This design comes from an exercise in tuning for small area, a short achievable clock period and few clock cycles per item on the open sky130 flow, not from production work. Only the layout flow was run in this run; the RTL was not checked for function there. Power figures rest on the tool's default switching activity, not on a simulated workload.

===== flow/design.v =====
module RSA_TOP (
    input clk, input rst_n, input in_valid,
    input [3:0] in_p, input [3:0] in_q, input [7:0] in_e, input [7:0] in_c,
    output reg out_valid, output reg [7:0] out_m
);
reg [3:0] cnt;
reg [7:0] s0, s1, s2, s3, s4, s5, s6, s7;
always @(posedge clk or negedge rst_n)
  if (!rst_n) begin cnt <= 4'd0; out_valid <= 1'b0; out_m <= 8'd0; end
  else begin
    if (in_valid | (|cnt)) cnt <= cnt + 4'd1;
    out_valid <= cnt[3];
    out_m <= cnt[3] ? s7 : 8'd0;
  end
wire j2 = (in_p == 4'd2) | (in_q == 4'd2);
wire j3 = (in_p == 4'd3) | (in_q == 4'd3);
wire j5 = (in_p == 4'd5) | (in_q == 4'd5);
wire j7 = (in_p == 4'd7) | (in_q == 4'd7);
wire j11 = (in_p == 4'd11) | (in_q == 4'd11);
wire j13 = (in_p == 4'd13) | (in_q == 4'd13);
wire [1:0] npi = j13 ? 2'd3 : j11 ? 2'd2 : j7 ? 2'd1 : 2'd0;
wire [2:0] nqi = j2 ? 3'd0 : j3 ? 3'd1 : j5 ? 3'd2 : j7 ? 3'd3 : 3'd4;
wire [1:0] e3 = in_e[6:0] % 7'd3;
wire [2:0] e5 = in_e[6:0] % 7'd5;
reg [1:0] kpi;
reg [2:0] kqi;
reg ka5, ka7, ka11, kb11;
always @(posedge clk)
  if (in_valid && cnt == 4'd0) begin
    kpi <= npi; kqi <= nqi;
    ka5 <= in_e[1];
    ka7 <= e3[1];
    ka11 <= e5[2] | (e5 == 3'd3);
    kb11 <= (e5 == 3'd2) | (e5 == 3'd3);
  end
wire [3:0] xp, xq;
wire [7:0] m;
core1 u1 (.c(s0), .pi(kpi), .qi(kqi), .a5(ka5), .a7(ka7), .a11(ka11), .b11(kb11), .xp(xp), .xq(xq));
core2 u2 (.xp(s1[7:4]), .xq(s1[3:0]), .pi(kpi), .qi(kqi), .m(m));
always @(posedge clk) begin
  s0 <= in_c; s1 <= {xp, xq}; s2 <= m; s3 <= s2; s4 <= s3; s5 <= s4; s6 <= s5; s7 <= s6;
end
endmodule
module core1(input [7:0] c, input [1:0] pi, input [2:0] qi, input a5, input a7, input a11, input b11,
             output reg [3:0] xp, output reg [3:0] xq);
wire a13 = a5, b13 = a5 ^ a7;
wire [1:0] r3 = c % 8'd3;
wire [2:0] r5 = c % 8'd5, r7 = c % 8'd7;
wire [3:0] r11 = c % 8'd11, r13 = c % 8'd13;
reg [3:0] x5;
always @(*) case ({a5, r5})
  {1'd0, 3'd0}: x5 = 4'd0;
  {1'd0, 3'd1}: x5 = 4'd1;
  {1'd0, 3'd2}: x5 = 4'd2;
  {1'd0, 3'd3}: x5 = 4'd3;
  {1'd0, 3'd4}: x5 = 4'd4;
  {1'd1, 3'd0}: x5 = 4'd0;
  {1'd1, 3'd1}: x5 = 4'd1;
  {1'd1, 3'd2}: x5 = 4'd3;
  {1'd1, 3'd3}: x5 = 4'd2;
  {1'd1, 3'd4}: x5 = 4'd4;
  default: x5 = 4'bx;
endcase
reg [3:0] x7;
always @(*) case ({a7, r7})
  {1'd0, 3'd0}: x7 = 4'd0;
  {1'd0, 3'd1}: x7 = 4'd1;
  {1'd0, 3'd2}: x7 = 4'd2;
  {1'd0, 3'd3}: x7 = 4'd3;
  {1'd0, 3'd4}: x7 = 4'd4;
  {1'd0, 3'd5}: x7 = 4'd5;
  {1'd0, 3'd6}: x7 = 4'd6;
  {1'd1, 3'd0}: x7 = 4'd0;
  {1'd1, 3'd1}: x7 = 4'd1;
  {1'd1, 3'd2}: x7 = 4'd4;
  {1'd1, 3'd3}: x7 = 4'd5;
  {1'd1, 3'd4}: x7 = 4'd2;
  {1'd1, 3'd5}: x7 = 4'd3;
  {1'd1, 3'd6}: x7 = 4'd6;
  default: x7 = 4'bx;
endcase
reg [3:0] x11;
always @(*) case ({a11,b11, r11})
  {2'd0, 4'd0}: x11 = 4'd0;
  {2'd0, 4'd1}: x11 = 4'd1;
  {2'd0, 4'd2}: x11 = 4'd2;
  {2'd0, 4'd3}: x11 = 4'd3;
  {2'd0, 4'd4}: x11 = 4'd4;
  {2'd0, 4'd5}: x11 = 4'd5;
  {2'd0, 4'd6}: x11 = 4'd6;
  {2'd0, 4'd7}: x11 = 4'd7;
  {2'd0, 4'd8}: x11 = 4'd8;
  {2'd0, 4'd9}: x11 = 4'd9;
  {2'd0, 4'd10}: x11 = 4'd10;
  {2'd1, 4'd0}: x11 = 4'd0;
  {2'd1, 4'd1}: x11 = 4'd1;
  {2'd1, 4'd2}: x11 = 4'd8;
  {2'd1, 4'd3}: x11 = 4'd5;
  {2'd1, 4'd4}: x11 = 4'd9;
  {2'd1, 4'd5}: x11 = 4'd4;
  {2'd1, 4'd6}: x11 = 4'd7;
  {2'd1, 4'd7}: x11 = 4'd2;
  {2'd1, 4'd8}: x11 = 4'd6;
  {2'd1, 4'd9}: x11 = 4'd3;
  {2'd1, 4'd10}: x11 = 4'd10;
  {2'd2, 4'd0}: x11 = 4'd0;
  {2'd2, 4'd1}: x11 = 4'd1;
  {2'd2, 4'd2}: x11 = 4'd6;
  {2'd2, 4'd3}: x11 = 4'd4;
  {2'd2, 4'd4}: x11 = 4'd3;
  {2'd2, 4'd5}: x11 = 4'd9;
  {2'd2, 4'd6}: x11 = 4'd2;
  {2'd2, 4'd7}: x11 = 4'd8;
  {2'd2, 4'd8}: x11 = 4'd7;
  {2'd2, 4'd9}: x11 = 4'd5;
  {2'd2, 4'd10}: x11 = 4'd10;
  {2'd3, 4'd0}: x11 = 4'd0;
  {2'd3, 4'd1}: x11 = 4'd1;
  {2'd3, 4'd2}: x11 = 4'd7;
  {2'd3, 4'd3}: x11 = 4'd9;
  {2'd3, 4'd4}: x11 = 4'd5;
  {2'd3, 4'd5}: x11 = 4'd3;
  {2'd3, 4'd6}: x11 = 4'd8;
  {2'd3, 4'd7}: x11 = 4'd6;
  {2'd3, 4'd8}: x11 = 4'd2;
  {2'd3, 4'd9}: x11 = 4'd4;
  {2'd3, 4'd10}: x11 = 4'd10;
  default: x11 = 4'bx;
endcase
reg [3:0] x13;
always @(*) case ({a13,b13, r13})
  {2'd0, 4'd0}: x13 = 4'd0;
  {2'd0, 4'd1}: x13 = 4'd1;
  {2'd0, 4'd2}: x13 = 4'd2;
  {2'd0, 4'd3}: x13 = 4'd3;
  {2'd0, 4'd4}: x13 = 4'd4;
  {2'd0, 4'd5}: x13 = 4'd5;
  {2'd0, 4'd6}: x13 = 4'd6;
  {2'd0, 4'd7}: x13 = 4'd7;
  {2'd0, 4'd8}: x13 = 4'd8;
  {2'd0, 4'd9}: x13 = 4'd9;
  {2'd0, 4'd10}: x13 = 4'd10;
  {2'd0, 4'd11}: x13 = 4'd11;
  {2'd0, 4'd12}: x13 = 4'd12;
  {2'd1, 4'd0}: x13 = 4'd0;
  {2'd1, 4'd1}: x13 = 4'd1;
  {2'd1, 4'd2}: x13 = 4'd6;
  {2'd1, 4'd3}: x13 = 4'd9;
  {2'd1, 4'd4}: x13 = 4'd10;
  {2'd1, 4'd5}: x13 = 4'd5;
  {2'd1, 4'd6}: x13 = 4'd2;
  {2'd1, 4'd7}: x13 = 4'd11;
  {2'd1, 4'd8}: x13 = 4'd8;
  {2'd1, 4'd9}: x13 = 4'd3;
  {2'd1, 4'd10}: x13 = 4'd4;
  {2'd1, 4'd11}: x13 = 4'd7;
  {2'd1, 4'd12}: x13 = 4'd12;
  {2'd2, 4'd0}: x13 = 4'd0;
  {2'd2, 4'd1}: x13 = 4'd1;
  {2'd2, 4'd2}: x13 = 4'd7;
  {2'd2, 4'd3}: x13 = 4'd9;
  {2'd2, 4'd4}: x13 = 4'd10;
  {2'd2, 4'd5}: x13 = 4'd8;
  {2'd2, 4'd6}: x13 = 4'd11;
  {2'd2, 4'd7}: x13 = 4'd2;
  {2'd2, 4'd8}: x13 = 4'd5;
  {2'd2, 4'd9}: x13 = 4'd3;
  {2'd2, 4'd10}: x13 = 4'd4;
  {2'd2, 4'd11}: x13 = 4'd6;
  {2'd2, 4'd12}: x13 = 4'd12;
  {2'd3, 4'd0}: x13 = 4'd0;
  {2'd3, 4'd1}: x13 = 4'd1;
  {2'd3, 4'd2}: x13 = 4'd11;
  {2'd3, 4'd3}: x13 = 4'd3;
  {2'd3, 4'd4}: x13 = 4'd4;
  {2'd3, 4'd5}: x13 = 4'd8;
  {2'd3, 4'd6}: x13 = 4'd7;
  {2'd3, 4'd7}: x13 = 4'd6;
  {2'd3, 4'd8}: x13 = 4'd5;
  {2'd3, 4'd9}: x13 = 4'd9;
  {2'd3, 4'd10}: x13 = 4'd10;
  {2'd3, 4'd11}: x13 = 4'd2;
  {2'd3, 4'd12}: x13 = 4'd12;
  default: x13 = 4'bx;
endcase
always @(*) begin
  case (pi) 2'd0: xp = x5; 2'd1: xp = x7; 2'd2: xp = x11; default: xp = x13; endcase
  case (qi) 3'd0: xq = {3'd0, c[0]}; 3'd1: xq = {2'd0, r3}; 3'd2: xq = x5; 3'd3: xq = x7; 3'd4: xq = x11; default: xq = 4'bx; endcase
end
endmodule
module core2(input [3:0] xp, input [3:0] xq, input [1:0] pi, input [2:0] qi, output [7:0] m);
reg [3:0] pv, qv;
always @(*) begin
  case (pi) 2'd0: pv = 4'd5; 2'd1: pv = 4'd7; 2'd2: pv = 4'd11; default: pv = 4'd13; endcase
  case (qi) 3'd0: qv = 4'd2; 3'd1: qv = 4'd3; 3'd2: qv = 4'd5; 3'd3: qv = 4'd7; 3'd4: qv = 4'd11; default: qv = 4'bx; endcase
end
wire [4:0] t0 = {1'b0, xp} - {1'b0, xq};
wire [3:0] d = t0[4] ? t0[3:0] + pv : t0[3:0];
reg [3:0] h;
always @(*) case ({pi, qi, d})
  {2'd0, 3'd0, 4'd0}: h = 4'd0;
  {2'd0, 3'd0, 4'd1}: h = 4'd3;
  {2'd0, 3'd0, 4'd2}: h = 4'd1;
  {2'd0, 3'd0, 4'd3}: h = 4'd4;
  {2'd0, 3'd0, 4'd4}: h = 4'd2;
  {2'd0, 3'd1, 4'd0}: h = 4'd0;
  {2'd0, 3'd1, 4'd1}: h = 4'd2;
  {2'd0, 3'd1, 4'd2}: h = 4'd4;
  {2'd0, 3'd1, 4'd3}: h = 4'd1;
  {2'd0, 3'd1, 4'd4}: h = 4'd3;
  {2'd1, 3'd0, 4'd0}: h = 4'd0;
  {2'd1, 3'd0, 4'd1}: h = 4'd4;
  {2'd1, 3'd0, 4'd2}: h = 4'd1;
  {2'd1, 3'd0, 4'd3}: h = 4'd5;
  {2'd1, 3'd0, 4'd4}: h = 4'd2;
  {2'd1, 3'd0, 4'd5}: h = 4'd6;
  {2'd1, 3'd0, 4'd6}: h = 4'd3;
  {2'd1, 3'd1, 4'd0}: h = 4'd0;
  {2'd1, 3'd1, 4'd1}: h = 4'd5;
  {2'd1, 3'd1, 4'd2}: h = 4'd3;
  {2'd1, 3'd1, 4'd3}: h = 4'd1;
  {2'd1, 3'd1, 4'd4}: h = 4'd6;
  {2'd1, 3'd1, 4'd5}: h = 4'd4;
  {2'd1, 3'd1, 4'd6}: h = 4'd2;
  {2'd1, 3'd2, 4'd0}: h = 4'd0;
  {2'd1, 3'd2, 4'd1}: h = 4'd3;
  {2'd1, 3'd2, 4'd2}: h = 4'd6;
  {2'd1, 3'd2, 4'd3}: h = 4'd2;
  {2'd1, 3'd2, 4'd4}: h = 4'd5;
  {2'd1, 3'd2, 4'd5}: h = 4'd1;
  {2'd1, 3'd2, 4'd6}: h = 4'd4;
  {2'd2, 3'd0, 4'd0}: h = 4'd0;
  {2'd2, 3'd0, 4'd1}: h = 4'd6;
  {2'd2, 3'd0, 4'd2}: h = 4'd1;
  {2'd2, 3'd0, 4'd3}: h = 4'd7;
  {2'd2, 3'd0, 4'd4}: h = 4'd2;
  {2'd2, 3'd0, 4'd5}: h = 4'd8;
  {2'd2, 3'd0, 4'd6}: h = 4'd3;
  {2'd2, 3'd0, 4'd7}: h = 4'd9;
  {2'd2, 3'd0, 4'd8}: h = 4'd4;
  {2'd2, 3'd0, 4'd9}: h = 4'd10;
  {2'd2, 3'd0, 4'd10}: h = 4'd5;
  {2'd2, 3'd1, 4'd0}: h = 4'd0;
  {2'd2, 3'd1, 4'd1}: h = 4'd4;
  {2'd2, 3'd1, 4'd2}: h = 4'd8;
  {2'd2, 3'd1, 4'd3}: h = 4'd1;
  {2'd2, 3'd1, 4'd4}: h = 4'd5;
  {2'd2, 3'd1, 4'd5}: h = 4'd9;
  {2'd2, 3'd1, 4'd6}: h = 4'd2;
  {2'd2, 3'd1, 4'd7}: h = 4'd6;
  {2'd2, 3'd1, 4'd8}: h = 4'd10;
  {2'd2, 3'd1, 4'd9}: h = 4'd3;
  {2'd2, 3'd1, 4'd10}: h = 4'd7;
  {2'd2, 3'd2, 4'd0}: h = 4'd0;
  {2'd2, 3'd2, 4'd1}: h = 4'd9;
  {2'd2, 3'd2, 4'd2}: h = 4'd7;
  {2'd2, 3'd2, 4'd3}: h = 4'd5;
  {2'd2, 3'd2, 4'd4}: h = 4'd3;
  {2'd2, 3'd2, 4'd5}: h = 4'd1;
  {2'd2, 3'd2, 4'd6}: h = 4'd10;
  {2'd2, 3'd2, 4'd7}: h = 4'd8;
  {2'd2, 3'd2, 4'd8}: h = 4'd6;
  {2'd2, 3'd2, 4'd9}: h = 4'd4;
  {2'd2, 3'd2, 4'd10}: h = 4'd2;
  {2'd2, 3'd3, 4'd0}: h = 4'd0;
  {2'd2, 3'd3, 4'd1}: h = 4'd8;
  {2'd2, 3'd3, 4'd2}: h = 4'd5;
  {2'd2, 3'd3, 4'd3}: h = 4'd2;
  {2'd2, 3'd3, 4'd4}: h = 4'd10;
  {2'd2, 3'd3, 4'd5}: h = 4'd7;
  {2'd2, 3'd3, 4'd6}: h = 4'd4;
  {2'd2, 3'd3, 4'd7}: h = 4'd1;
  {2'd2, 3'd3, 4'd8}: h = 4'd9;
  {2'd2, 3'd3, 4'd9}: h = 4'd6;
  {2'd2, 3'd3, 4'd10}: h = 4'd3;
  {2'd3, 3'd0, 4'd0}: h = 4'd0;
  {2'd3, 3'd0, 4'd1}: h = 4'd7;
  {2'd3, 3'd0, 4'd2}: h = 4'd1;
  {2'd3, 3'd0, 4'd3}: h = 4'd8;
  {2'd3, 3'd0, 4'd4}: h = 4'd2;
  {2'd3, 3'd0, 4'd5}: h = 4'd9;
  {2'd3, 3'd0, 4'd6}: h = 4'd3;
  {2'd3, 3'd0, 4'd7}: h = 4'd10;
  {2'd3, 3'd0, 4'd8}: h = 4'd4;
  {2'd3, 3'd0, 4'd9}: h = 4'd11;
  {2'd3, 3'd0, 4'd10}: h = 4'd5;
  {2'd3, 3'd0, 4'd11}: h = 4'd12;
  {2'd3, 3'd0, 4'd12}: h = 4'd6;
  {2'd3, 3'd1, 4'd0}: h = 4'd0;
  {2'd3, 3'd1, 4'd1}: h = 4'd9;
  {2'd3, 3'd1, 4'd2}: h = 4'd5;
  {2'd3, 3'd1, 4'd3}: h = 4'd1;
  {2'd3, 3'd1, 4'd4}: h = 4'd10;
  {2'd3, 3'd1, 4'd5}: h = 4'd6;
  {2'd3, 3'd1, 4'd6}: h = 4'd2;
  {2'd3, 3'd1, 4'd7}: h = 4'd11;
  {2'd3, 3'd1, 4'd8}: h = 4'd7;
  {2'd3, 3'd1, 4'd9}: h = 4'd3;
  {2'd3, 3'd1, 4'd10}: h = 4'd12;
  {2'd3, 3'd1, 4'd11}: h = 4'd8;
  {2'd3, 3'd1, 4'd12}: h = 4'd4;
  {2'd3, 3'd2, 4'd0}: h = 4'd0;
  {2'd3, 3'd2, 4'd1}: h = 4'd8;
  {2'd3, 3'd2, 4'd2}: h = 4'd3;
  {2'd3, 3'd2, 4'd3}: h = 4'd11;
  {2'd3, 3'd2, 4'd4}: h = 4'd6;
  {2'd3, 3'd2, 4'd5}: h = 4'd1;
  {2'd3, 3'd2, 4'd6}: h = 4'd9;
  {2'd3, 3'd2, 4'd7}: h = 4'd4;
  {2'd3, 3'd2, 4'd8}: h = 4'd12;
  {2'd3, 3'd2, 4'd9}: h = 4'd7;
  {2'd3, 3'd2, 4'd10}: h = 4'd2;
  {2'd3, 3'd2, 4'd11}: h = 4'd10;
  {2'd3, 3'd2, 4'd12}: h = 4'd5;
  {2'd3, 3'd3, 4'd0}: h = 4'd0;
  {2'd3, 3'd3, 4'd1}: h = 4'd2;
  {2'd3, 3'd3, 4'd2}: h = 4'd4;
  {2'd3, 3'd3, 4'd3}: h = 4'd6;
  {2'd3, 3'd3, 4'd4}: h = 4'd8;
  {2'd3, 3'd3, 4'd5}: h = 4'd10;
  {2'd3, 3'd3, 4'd6}: h = 4'd12;
  {2'd3, 3'd3, 4'd7}: h = 4'd1;
  {2'd3, 3'd3, 4'd8}: h = 4'd3;
  {2'd3, 3'd3, 4'd9}: h = 4'd5;
  {2'd3, 3'd3, 4'd10}: h = 4'd7;
  {2'd3, 3'd3, 4'd11}: h = 4'd9;
  {2'd3, 3'd3, 4'd12}: h = 4'd11;
  {2'd3, 3'd4, 4'd0}: h = 4'd0;
  {2'd3, 3'd4, 4'd1}: h = 4'd6;
  {2'd3, 3'd4, 4'd2}: h = 4'd12;
  {2'd3, 3'd4, 4'd3}: h = 4'd5;
  {2'd3, 3'd4, 4'd4}: h = 4'd11;
  {2'd3, 3'd4, 4'd5}: h = 4'd4;
  {2'd3, 3'd4, 4'd6}: h = 4'd10;
  {2'd3, 3'd4, 4'd7}: h = 4'd3;
  {2'd3, 3'd4, 4'd8}: h = 4'd9;
  {2'd3, 3'd4, 4'd9}: h = 4'd2;
  {2'd3, 3'd4, 4'd10}: h = 4'd8;
  {2'd3, 3'd4, 4'd11}: h = 4'd1;
  {2'd3, 3'd4, 4'd12}: h = 4'd7;
  default: h = 4'bx;
endcase
assign m = {4'd0, xq} + qv * h;
endmodule

===== flow/flow/run.sh =====
#!/bin/bash
# Layout flow: the standard synthesis, then a stronger ABC re-mapping of the
# combinational logic only (every flip-flop instance, its name and its cell type are kept),
# then the standard layout from floorplan to finish.
set -euo pipefail
HERE=$(pwd)
LIB=$FLOW_HOME/platforms/sky130hd/lib/sky130_fd_sc_hd__tt_025C_1v80.lib
R=$HERE/orfs/results/sky130hd/RSA_TOP/base

bash standard.sh synth > log_1_standard_synth.txt 2>&1
cp $R/1_2_yosys.v $HERE/std_1_2_yosys.v

python3 flow/mkmodels.py $LIB $HERE/std_1_2_yosys.v $HERE/cell_models.v > log_2_models.txt 2>&1
DU=""
for c in $(grep -o 'cell *( *"\?sky130_fd_sc_hd__\(lpflow\|probe\)[a-z0-9_]*' $LIB | sed 's/.*(\s*"\?//'); do DU="$DU -dont_use $c"; done
cat > $HERE/resynth.ys <<EOY
read_liberty -lib $LIB
read_verilog -overwrite $HERE/cell_models.v
read_verilog $HERE/std_1_2_yosys.v
hierarchy -top RSA_TOP
flatten
proc
techmap
opt -fast -purge
abc -liberty $LIB $DU -script $HERE/flow/resynth.abc
read_liberty -lib -ignore_redef $LIB
opt_clean -purge
hilomap -singleton -hicell sky130_fd_sc_hd__conb_1 HI -locell sky130_fd_sc_hd__conb_1 LO
insbuf -buf sky130_fd_sc_hd__buf_4 A X
splitnets
opt_clean -purge
check -assert -mapped
tee -o $HERE/resynth_stat.txt stat -liberty $LIB
write_verilog -noattr -nohex -nodec $HERE/resynth_1_2_yosys.v
EOY
yosys -s $HERE/resynth.ys > log_3_resynth.txt 2>&1

# the flip-flops must be exactly the standard synthesis's
grep -oE '^\s*sky130_fd_sc_hd__(df|edf|sdf|dl)[a-z0-9_]+ [^ ]+' $HERE/std_1_2_yosys.v | sed 's/^ *//' | sort > $HERE/ff_std.txt
grep -oE '^\s*sky130_fd_sc_hd__(df|edf|sdf|dl)[a-z0-9_]+ [^ ]+' $HERE/resynth_1_2_yosys.v | sed 's/^ *//' | sort > $HERE/ff_new.txt
if cmp -s $HERE/ff_std.txt $HERE/ff_new.txt && [ -s $HERE/ff_std.txt ]; then
  cp $HERE/resynth_1_2_yosys.v $R/1_2_yosys.v
  echo "resynthesised netlist used" > log_4_choice.txt
else
  echo "flip-flops differ; standard netlist kept" > log_4_choice.txt
fi
rm -f $R/1_synth.odb $R/1_synth.sdc
EXTRA=()
if [ -f flow/extra_make_args.txt ]; then mapfile -t EXTRA < flow/extra_make_args.txt; fi
bash standard.sh finish "${EXTRA[@]}" > log_5_standard_finish.txt 2>&1

===== flow/flow/extra_make_args.txt =====
BUFFER_PORTS_ARGS=-buffer_cell sky130_fd_sc_hd__buf_1
CTS_ARGS=-sink_clustering_enable -repair_clock_nets -buf_list sky130_fd_sc_hd__clkbuf_4 -root_buf sky130_fd_sc_hd__clkbuf_8 -dont_use_dummy_load

===== flow/flow/mkmodels.py =====
#!/usr/bin/env python3
# Writes Verilog models of the combinational cells of a liberty file that a netlist uses.
# usage: mkmodels.py LIB NETLIST OUT
import re, sys
lib, net, out = sys.argv[1:4]
used = set(re.findall(r'\b(sky130_fd_sc_hd__\w+)\s', open(net).read()))
txt = open(lib).read()
cells = {}
for m in re.finditer(r'\n\s*cell\s*\(\s*"?([\w]+)"?\s*\)\s*\{', txt):
    cells[m.group(1)] = m.end()
names = list(cells)
res = []
for i, name in enumerate(names):
    if name not in used: continue
    start = cells[name]
    end = cells[names[i+1]] if i+1 < len(names) else len(txt)
    body = txt[start:end]
    if re.search(r'\b(ff|latch|statetable)\s*\(', body): continue
    pins = []
    for pm in re.finditer(r'\n\s*pin\s*\(\s*"?(\w+)"?\s*\)\s*\{', body):
        pstart = pm.end()
        nxt = re.search(r'\n\s*pin\s*\(', body[pstart:])
        pbody = body[pstart: pstart + (nxt.start() if nxt else len(body)-pstart)]
        d = re.search(r'direction\s*:\s*"?(\w+)"?', pbody)
        f = re.search(r'\bfunction\s*:\s*"([^"]*)"', pbody)
        pins.append((pm.group(1), d.group(1) if d else None, f.group(1) if f else None))
    outs = [p for p in pins if p[1] == 'output']
    if not outs or any(p[2] is None for p in outs):
        continue
    ports = [p[0] for p in pins if p[1] in ('input', 'output')]
    s = [f"module {name}({', '.join(ports)});"]
    for p in pins:
        if p[1] == 'input': s.append(f"  input {p[0]};")
        if p[1] == 'output': s.append(f"  output {p[0]};")
    for p in outs:
        f = p[2].replace('!', '~').replace('+', '|').replace('*', '&')
        f = re.sub(r'(\w)\s+(?=[\w(~])', r'\1 & ', f)   # juxtaposition means AND
        f = re.sub(r'\)\s+(?=[\w(~])', r') & ', f)
        s.append(f"  assign {p[0]} = {f};")
    s.append("endmodule")
    res.append("\n".join(s))
open(out, 'w').write("\n".join(res) + "\n")

===== flow/flow/resynth.abc =====
strash
&get -n
&deepsyn -T 60 -I 4
&put
dch -f
amap -m
topo

===== flow/standard.sh =====
#!/bin/bash
# synth_recipe.tcl (not shown) runs the flow's synth.tcl, then flattens the netlist and writes it again
# the make line also repeats each setting of config.mk as NAME=value (left out here)
make -C /OpenROAD-flow-scripts/flow DESIGN_CONFIG=/design/flow/config.mk WORK_HOME=/design/flow/orfs CLKGATE_MAP_FILE= SYNTH_SCRIPT=/design/flow/synth_recipe.tcl "${@:-finish}"

===== flow/config.mk =====
export PLATFORM = sky130hd
export DESIGN_NAME = RSA_TOP
export DESIGN_NICKNAME = RSA_TOP
export VERILOG_FILES = /design/flow/design.v
export SDC_FILE = /design/flow/constraint.sdc
export NUM_CORES = 4
export LEC_CHECK = 0
export ABC_AREA = 1
export CAP_MARGIN = 20
export CORE_MARGIN = 2
export CORE_UTILIZATION = 40
export SLEW_MARGIN = 20

===== flow/constraint.sdc =====
create_clock -name core_clock -period 110.0 [get_ports {clk}]
set_input_delay 22.0000 -clock core_clock [delete_from_list [all_inputs] [get_ports {clk}]]
set_output_delay 22.0000 -clock core_clock [all_outputs]
set_load 0.01 [all_outputs]

==> run notes <==
[cell type report]
class	instances	area [um2]
tap	176	220
fill	1346	7290
clock buffer	9	124
multi-input combinational	624	3090
inverter	88	330
timing repair buffer	38	158
sequential	86	1880
[power by group]
part	switching [W]	internal, W
sequential	0.00000321	0.0000424
clock	0.00000974	0.00000733
combinational	0.0000502	0.0000252
total	0.0000632	0.0000749
[worst max-delay path, stage by stage]
cell and delay [ns]:
buf_1 0.09, clkinv_1 0.10, nor2_1 0.14, clkinv_1 0.09, o21ai_0 0.30, nor2_1 0.07, nor2_1 0.09, nor3_1 0.06
or3_1 0.34, a22oi_1 0.23, clkinv_1 0.11, or2_0 0.22, o21ai_0 0.11, nor2_1 0.10, a21oi_1 0.17, nor2_1 0.07
nor2_1 0.08, o21ai_0 0.07
[sequential cells by signal, indices dropped and copies added, names as in the netlist, 2 cells and up]
register	cells
out_m	8
s0	8
s1	8
s2	8
s3	8
s4	8
s5	8
s6	8
s7	8
cnt	4
kqi	3
kpi	2
[metal layers]
metal / vias up / GRT usage (%) / routed length (um)
met5: - / 0 / 0
met1: 2237 / 23.9 / 6150
li1: 2890 / - / -
met3: 23 / 4.31 / 719
met4: 0 / 7.66 / 257
met2: 149 / 28.0 / 5310
[metrics by stage]
step                      utilization (%)  setup slack, ns
final                                44.3            85.64
after global routing                 44.3            85.22
after CTS                            44.3            85.65
after detailed placement             43.3            85.27
after global placement               43.3            85.27
after floorplan                         -            85.62
[cell usage in the layout, fill, tap and decap left out, drive strengths merged, types with 3 or more instances in the layout]
| cell | count |
|---|---|
| nand3 | 6 |
| o21ai | 92 |
| a211oi | 3 |
| a31oi | 7 |
| dfrtp | 13 |
| o211ai | 3 |
| and2 | 3 |
| a221oi | 5 |
| o21bai | 3 |
| o22ai | 27 |
| or3 | 6 |
| buf | 38 |
| a21o | 4 |
| a311oi | 3 |
| or2 | 8 |
| nand2 | 89 |
| clkbuf | 9 |
| a21oi | 44 |
| nor2b | 16 |
| a22oi | 6 |
| edfxtp | 9 |
| o21a | 10 |
| o32ai | 7 |
| clkinv | 88 |
| nor2 | 213 |
| nor4 | 5 |
| dfxtp | 64 |
| and3 | 4 |
| nor3 | 27 |
| o221ai | 8 |
| o31ai | 5 |
| o22a | 4 |
[worst paths after layout]
path / startpoint / depth (start not counted) / to
max: in_e[6] / 18 / ka11$_DFFE_PP_
min: s4[4]$_DFF_P_ / 0 / s5[4]$_DFF_P_
min reg2reg: s4[4]$_DFF_P_ / 0 / s5[4]$_DFF_P_
max in group asynchronous: rst_n / 1 / out_m[2]$_DFF_PN0_
min in group asynchronous: rst_n / 1 / out_m[3]$_DFF_PN0_
max reg2reg: kpi[0]$_SDFFCE_PP1P_ / 33 / s2[6]$_DFF_P_
==> summary.md <==
| Metric | Value |
|---|---|
| Clock Skews | 0.0224 ns |
| Setup TNS | 0 ns |
| Area delta synth->final | 9.48% |
| Total die area | 14200 um2 |
| DRT Pass-1 Iters | 5 |
| Fin cells | 1021 |
| Initial Util | 40.5% |
| Vias in the first global route | 4694 |
| CP arrival | between 20 and 25 ns |
| Clock transition at path regs | roughly 0.080 ns |
| Unrepaired setup endpoints after global routing | false |
| Fmax | 41.0 MHz |
| Die width | ~120 um |
| Grt total ovfl | 0 |
| Routability congestion estimate | 0.974 |
| Cells resized by post-CTS repair | 0 |
| TritonCTS clock tree | built |
| Largest net degree at the start of global routing | 16 |
| Synth Cell Area | between 5000 and 6000 um2 |
| Port Buffers | 34 |
| Height of the die | about 120 um |
| Setup bufs post-CTS | 0 |
| Hold Buf Count CTS | 0 |
| 1st-iter DRT viols | between 300 and 400 |
| CTS H-tree depth | 3 |
| Syn Inst Count | about 800 |
| Total power | approximately 0.00014 W |
| First-pass GRT wire length | about 21000 um |
| Status | finished clean |
| Clock sink total | 86 |
| Yosys warning total | 3 |
| CTS max path bufs | 2 |
| DP HPWL | between 9000 and 10000 um |
| Routed vias/inst | ~5.2 |
| Ant diodes | 0 |
| Vias | 5299 |
| Leakage | about 2.1 nW |
| Final max-slew violation count | 0 |
| Final hold violations | 0 |
| Final #Nets | a little under 900 |
| Placed Area | ~5700 um2 |
| Final Cell Area | about 5800 um2 |
| VDD IR max | around 15 uV |
| Pwr dens | approximately 24 nW/um2 |
| CP Capture Type | flip-flop |
| Post-Syn Nets | approximately 830 |
| Final Cycle Share | around 22% |
| # setup viols final | 0 |
| Root buf cell | clkbuf_8 |
| DRC | 0 |
| Routed wire length | approximately 12000 um |
| Startpoint Class | input pin |
| Routed Antenna Nets | 0 |
| Wire per inst | 12.2 um |
| Critical Path RT | about 110 ns |
| Crit-path max FO | 3 |
| Reg2Reg Setup Slack | 103.04 ns |
| Rel. slew slack | 54.2% |
| Least-Margin Pin Slew | 0.679 ns |
| Site Rows | 42 |
| Final hold slack | about 0.32 ns |
| Aggregate global-route resource usage | between 10% and 20% |
| Core ar. | 13100 um2 |
| Share of layout cells above drive strength 1 | around 1.5% |
| Clock buffer count from CTS | 9 |
| Dpl cells | just over 1k |
| Minimum clock period | about 24 ns |
| Max Cap Viol | 0 |
| Avg Cell Area, Syn | 6.63 um2 |
| Antenna violations before repair | 0 |
| # IOs | 36 |
| Worst-Skew Late Latency | ~0.36 ns |
| CP Class | in -> reg |
| Hold Crit Class | reg -> reg |

==> what the ideal ports hide <==
Ports are ideal in the flow. The routed layout listed here was re-timed in OpenROAD.
Step 1 assumes that a clkbuf_16 drives the clock port and a buf_2 every other input.
Step 2 moves the port delays by t, midway between the first and last clock arrival at a register: inputs arrive t later, outputs are due t later. That takes back most of the time a late clock gives input paths.
Three values: ideal, step 1, step 2; two values: the first two.
shift t [ns]: 0.384
slack for setup (ns): 85.639 / 85.655 / 85.271
worst data-port slew with drivers (ns): 0.03
After both steps this run still meets setup and hold. For this run, drivers alone change the setup slack by +0.016 ns; drivers and shift together by -0.368 ns.
